Background: an optimization exercise with open tools, aiming at small area and a short achievable clock period. Do not read the settings as production practice. RTL that was checked went through simulation tests only; none was proved equivalent to the original. Power is estimated from default activity; no workload was simulated.

==> flow/design.v <==
module FPadd (
    input         ADD_SUB,
    input  [31:0] FP_A,
    input  [31:0] FP_B,
    input         clk,
    output reg [31:0] FP_Z
);
    integer i, l;
    wire [7:0]  eA = FP_A[30:23], eB = FP_B[30:23];
    wire        zA = ~|eA, zB = ~|eB;
    wire        ffA = &eA, ffB = &eB;
    wire [7:0]  fA = {eA[7:1], eA[0] | zA}, fB = {eB[7:1], eB[0] | zB};
    wire [8:0]  dAB = {1'b0, fA} - {1'b0, fB};
    wire [7:0]  dBA = fB - fA;
    wire        dneg = dAB[8];
    wire        deq  = (fA == fB);
    wire [23:0] mA = {~zA, FP_A[22:0]}, mB = {~zB, FP_B[22:0]};
    reg  [23:0] lt, eqv;
    always @* begin
        lt  = ~mA & mB;
        eqv = ~(mA ^ mB);
        for (l = 0; (1 << l) < 24; l = l + 1)
            for (i = 0; i < 24; i = i + 1)
                if (((i >> l) & 1) == 1) begin
                    lt[i]  = lt[i] | (eqv[i] & lt[((i >> l) << l) - 1]);
                    eqv[i] = eqv[i] & eqv[((i >> l) << l) - 1];
                end
    end
    wire        swp = dneg | (deq & lt[23]);
    wire        xB  = FP_B[31] ^ ~ADD_SUB;
    reg  [23:0] ma1, mb1;
    reg         sa1, xb1, dneg1, swp1, zab1, zba1, nan1, inf1;
    reg  [4:0]  dab1, dba1;
    reg  [7:0]  e1;
    always @(posedge clk) begin
        ma1   <= mA;
        mb1   <= mB;
        sa1   <= FP_A[31];
        xb1   <= xB;
        dneg1 <= dneg;
        swp1  <= swp;
        dab1  <= dAB[4:0];
        dba1  <= dBA[4:0];
        zab1  <= |dAB[7:5];
        zba1  <= |dBA[7:5];
        e1    <= (eA < eB) ? eB : eA;
        nan1  <= (ffA & |FP_A[22:0]) | (ffB & |FP_B[22:0]) | (ffA & ffB & ~ADD_SUB);
        inf1  <= ffA | ffB;
    end
    wire [23:0] L0  = swp1 ? mb1 : ma1;
    wire [23:0] S0  = swp1 ? ma1 : mb1;
    wire [4:0]  sh  = dneg1 ? dba1 : dab1;
    wire        shz = dneg1 ? zba1 : zab1;
    wire [26:0] sal = shz ? 27'd0 : ({S0, 3'b000} >> sh);
    reg  [23:0] l2;
    reg  [26:0] s2al;
    reg  [7:0]  e2;
    reg         sl2, sub2, nan2, inf2;
    always @(posedge clk) begin
        l2    <= L0;
        s2al  <= sal;
        e2    <= e1;
        sl2   <= swp1 ? xb1 : sa1;
        sub2  <= sa1 ^ xb1;
        nan2  <= nan1;
        inf2  <= inf1;
    end
    wire [27:0] xo = {1'b0, l2, 3'b000};
    wire [27:0] yo = {1'b0, s2al} ^ {28{sub2}};
    reg  [27:0] g, p;
    always @* begin
        g = xo & yo;
        p = xo ^ yo;
        g[0] = g[0] | (p[0] & sub2);
        for (l = 0; (1 << l) < 28; l = l + 1)
            for (i = 0; i < 28; i = i + 1)
                if (((i >> l) & 1) == 1) begin
                    g[i] = g[i] | (p[i] & g[((i >> l) << l) - 1]);
                    p[i] = p[i] & p[((i >> l) << l) - 1];
                end
    end
    wire [27:0] M = (xo ^ yo) ^ {g[26:0], sub2};
    reg  [27:0] m3;
    reg  [7:0]  e3;
    reg         sl3, sub3, nan3, inf3;
    always @(posedge clk) begin
        m3   <= M;
        e3   <= e2;
        sl3  <= sl2;
        sub3 <= sub2;
        nan3 <= nan2;
        inf3 <= inf2;
    end
    reg  [4:0]  cnt1;
    always @* begin
        cnt1 = 5'd28;
        for (i = 0; i <= 26; i = i + 1)
            if (m3[i]) cnt1 = 5'd27 - i[4:0];
    end
    reg  [26:0] msk;
    always @* begin
        for (i = 0; i <= 26; i = i + 1)
            msk[i] = ({1'b0, e3} >= 9'd26 - i);
    end
    wire        zero = ~|m3;
    wire        top  = m3[27] | m3[26];
    wire        isDN = ~top & (e3 == 8'd1);
    wire        keep = top | (e3 == 8'd0) | isDN;
    wire        dnrm = ~|(m3[26:0] & msk);
    reg  [27:0] m4;
    reg  [4:0]  k4;
    reg  [7:0]  e4;
    reg         keep4, ez4, s4, nan4, inf4, zero4;
    always @(posedge clk) begin
        m4    <= m3;
        k4    <= m3[27] ? 5'd0 : keep ? 5'd1 : dnrm ? e3[4:0] : cnt1;
        e4    <= e3;
        keep4 <= keep;
        ez4   <= isDN | (~keep & dnrm);
        s4    <= sl3 & ~(sub3 & zero);
        nan4  <= nan3;
        inf4  <= inf3;
        zero4 <= zero;
    end
    wire [28:0] ml = {m4, 1'b0} << k4;
    wire [7:0]  en = ez4 ? 8'd0 : (keep4 ? (e4 + {7'd0, m4[27]}) : (e4 + 8'd1 - {3'b000, k4}));
    reg  [24:0] sig5;
    reg  [7:0]  e5;
    reg         s5, nan5, inf5, zero5;
    always @(posedge clk) begin
        sig5  <= ml[28:4];
        e5    <= en;
        s5    <= s4;
        nan5  <= nan4;
        inf5  <= inf4;
        zero5 <= zero4;
    end
    reg  [24:0] a;
    always @* begin
        a = sig5;
        for (l = 0; (1 << l) < 25; l = l + 1)
            for (i = 0; i < 25; i = i + 1)
                if (((i >> l) & 1) == 1)
                    a[i] = a[i] & a[((i >> l) << l) - 1];
    end
    wire [22:0] frac = sig5[23:1] ^ a[22:0];
    wire        c    = a[24];
    wire [7:0]  ez   = c ? (e5 + 8'd1) : e5;
    wire        infz = inf5 | (ez == 8'hFF);
    always @(posedge clk) begin
        if (nan5)
            FP_Z <= {s5, 8'hFF, 23'h400000};
        else if (infz)
            FP_Z <= {s5, 8'hFF, 23'h000000};
        else if (zero5)
            FP_Z <= {s5, 8'h00, 23'h000000};
        else
            FP_Z <= {s5, ez, frac};
    end
endmodule
Settings: LEC_CHECK=0, CAP_MARGIN=20, CORE_MARGIN=2, CORE_UTILIZATION=40, SETUP_SLACK_MARGIN=4.0, SLEW_MARGIN=20; clock period 7.0 ns.
run.sh (not shown) runs the stock make flow with config.mk's settings and CLKGATE_MAP_FILE= SYNTH_SCRIPT=/design/flow/synth_recipe.tcl, a recipe that flattens the netlist after the stock synthesis.
The baseline ran to the end with no violations.
Then changed:
--- a/flow/design.v
+++ b/flow/design.v
@@ -9,11 +9,9 @@
     wire [7:0]  eA = FP_A[30:23], eB = FP_B[30:23];
     wire        zA = ~|eA, zB = ~|eB;
     wire        ffA = &eA, ffB = &eB;
-    wire [7:0]  fA = {eA[7:1], eA[0] | zA}, fB = {eB[7:1], eB[0] | zB};
-    wire [8:0]  dAB = {1'b0, fA} - {1'b0, fB};
-    wire [7:0]  dBA = fB - fA;
-    wire        dneg = dAB[8];
-    wire        deq  = (fA == fB);
+    wire        lowA = ~|eA[7:1], lowB = ~|eB[7:1];
+    wire        dneg = (eA < eB) & ~lowB;
+    wire        deq  = (eA == eB) | (lowA & lowB);
     wire [23:0] mA = {~zA, FP_A[22:0]}, mB = {~zB, FP_B[22:0]};
     reg  [23:0] lt, eqv;
     always @* begin
@@ -29,28 +27,29 @@
     wire        swp = dneg | (deq & lt[23]);
     wire        xB  = FP_B[31] ^ ~ADD_SUB;
     reg  [23:0] ma1, mb1;
-    reg         sa1, xb1, dneg1, swp1, zab1, zba1, nan1, inf1;
-    reg  [4:0]  dab1, dba1;
-    reg  [7:0]  e1;
+    reg  [7:0]  ea1, eb1;
+    reg         sa1, xb1, dneg1, deq1, swp1, nan1, inf1;
     always @(posedge clk) begin
         ma1   <= mA;
         mb1   <= mB;
+        ea1   <= eA;
+        eb1   <= eB;
         sa1   <= FP_A[31];
         xb1   <= xB;
         dneg1 <= dneg;
+        deq1  <= deq;
         swp1  <= swp;
-        dab1  <= dAB[4:0];
-        dba1  <= dBA[4:0];
-        zab1  <= |dAB[7:5];
-        zba1  <= |dBA[7:5];
-        e1    <= (eA < eB) ? eB : eA;
         nan1  <= (ffA & |FP_A[22:0]) | (ffB & |FP_B[22:0]) | (ffA & ffB & ~ADD_SUB);
         inf1  <= ffA | ffB;
     end
+    wire [7:0]  fA  = {ea1[7:1], ea1[0] | ~ma1[23]};
+    wire [7:0]  fB  = {eb1[7:1], eb1[0] | ~mb1[23]};
+    wire [7:0]  dAB = fA - fB;
+    wire [7:0]  dBA = fB - fA;
+    wire [4:0]  sh  = dneg1 ? dBA[4:0] : dAB[4:0];
+    wire        shz = dneg1 ? |dBA[7:5] : |dAB[7:5];
     wire [23:0] L0  = swp1 ? mb1 : ma1;
     wire [23:0] S0  = swp1 ? ma1 : mb1;
-    wire [4:0]  sh  = dneg1 ? dba1 : dab1;
-    wire        shz = dneg1 ? zba1 : zab1;
     wire [26:0] sal = shz ? 27'd0 : ({S0, 3'b000} >> sh);
     reg  [23:0] l2;
     reg  [26:0] s2al;
@@ -59,7 +58,7 @@
     always @(posedge clk) begin
         l2    <= L0;
         s2al  <= sal;
-        e2    <= e1;
+        e2    <= dneg1 ? eb1 : (deq1 ? (ea1 | eb1) : ea1);
         sl2   <= swp1 ? xb1 : sa1;
         sub2  <= sa1 ^ xb1;
         nan2  <= nan1;
Effect:
- utilization drops by 0.66 points
- total power climbs by about 2%
- global-route usage drops by 1.5 points
- final cell count climbs by about 1.3%
- flip-flop and latch count drops by 2
- setup slack gains 0.0068 ns
Only the layout flow was run in the second run of this note; the RTL was not checked for function there.

-- afterwards: timing with drivers on the ports --
In the flow no input, the clock included, has a driving cell. The finished layouts below were timed again as built, in two steps.
Step 1: set_driving_cell puts a clkbuf_16 on clk and a buf_2 on each other input, an assumption about the parent block.
Step 2, shift: input delay + t, output delay - t, t = (earliest + latest rising clock arrival at the registers) / 2. This alone moves slack from input paths to output paths.
a / b / c = ideal / step 1 / step 2; a / b = the first two.
| run | shift t [ns] | slack for setup (ns) | slew at the worst register clock pin (ns) |
|---|---|---|---|
| the first run | 0.616 | 4.010 / 4.034 / 3.418 | 0.06 / 0.06 |
| the second run | 0.611 | 4.017 / 4.046 / 3.434 | 0.06 / 0.06 |
After both steps setup and hold are still met in every run listed. For the first run, which loses most, drivers alone change the setup slack by +0.024 ns; drivers and shift together by -0.592 ns.
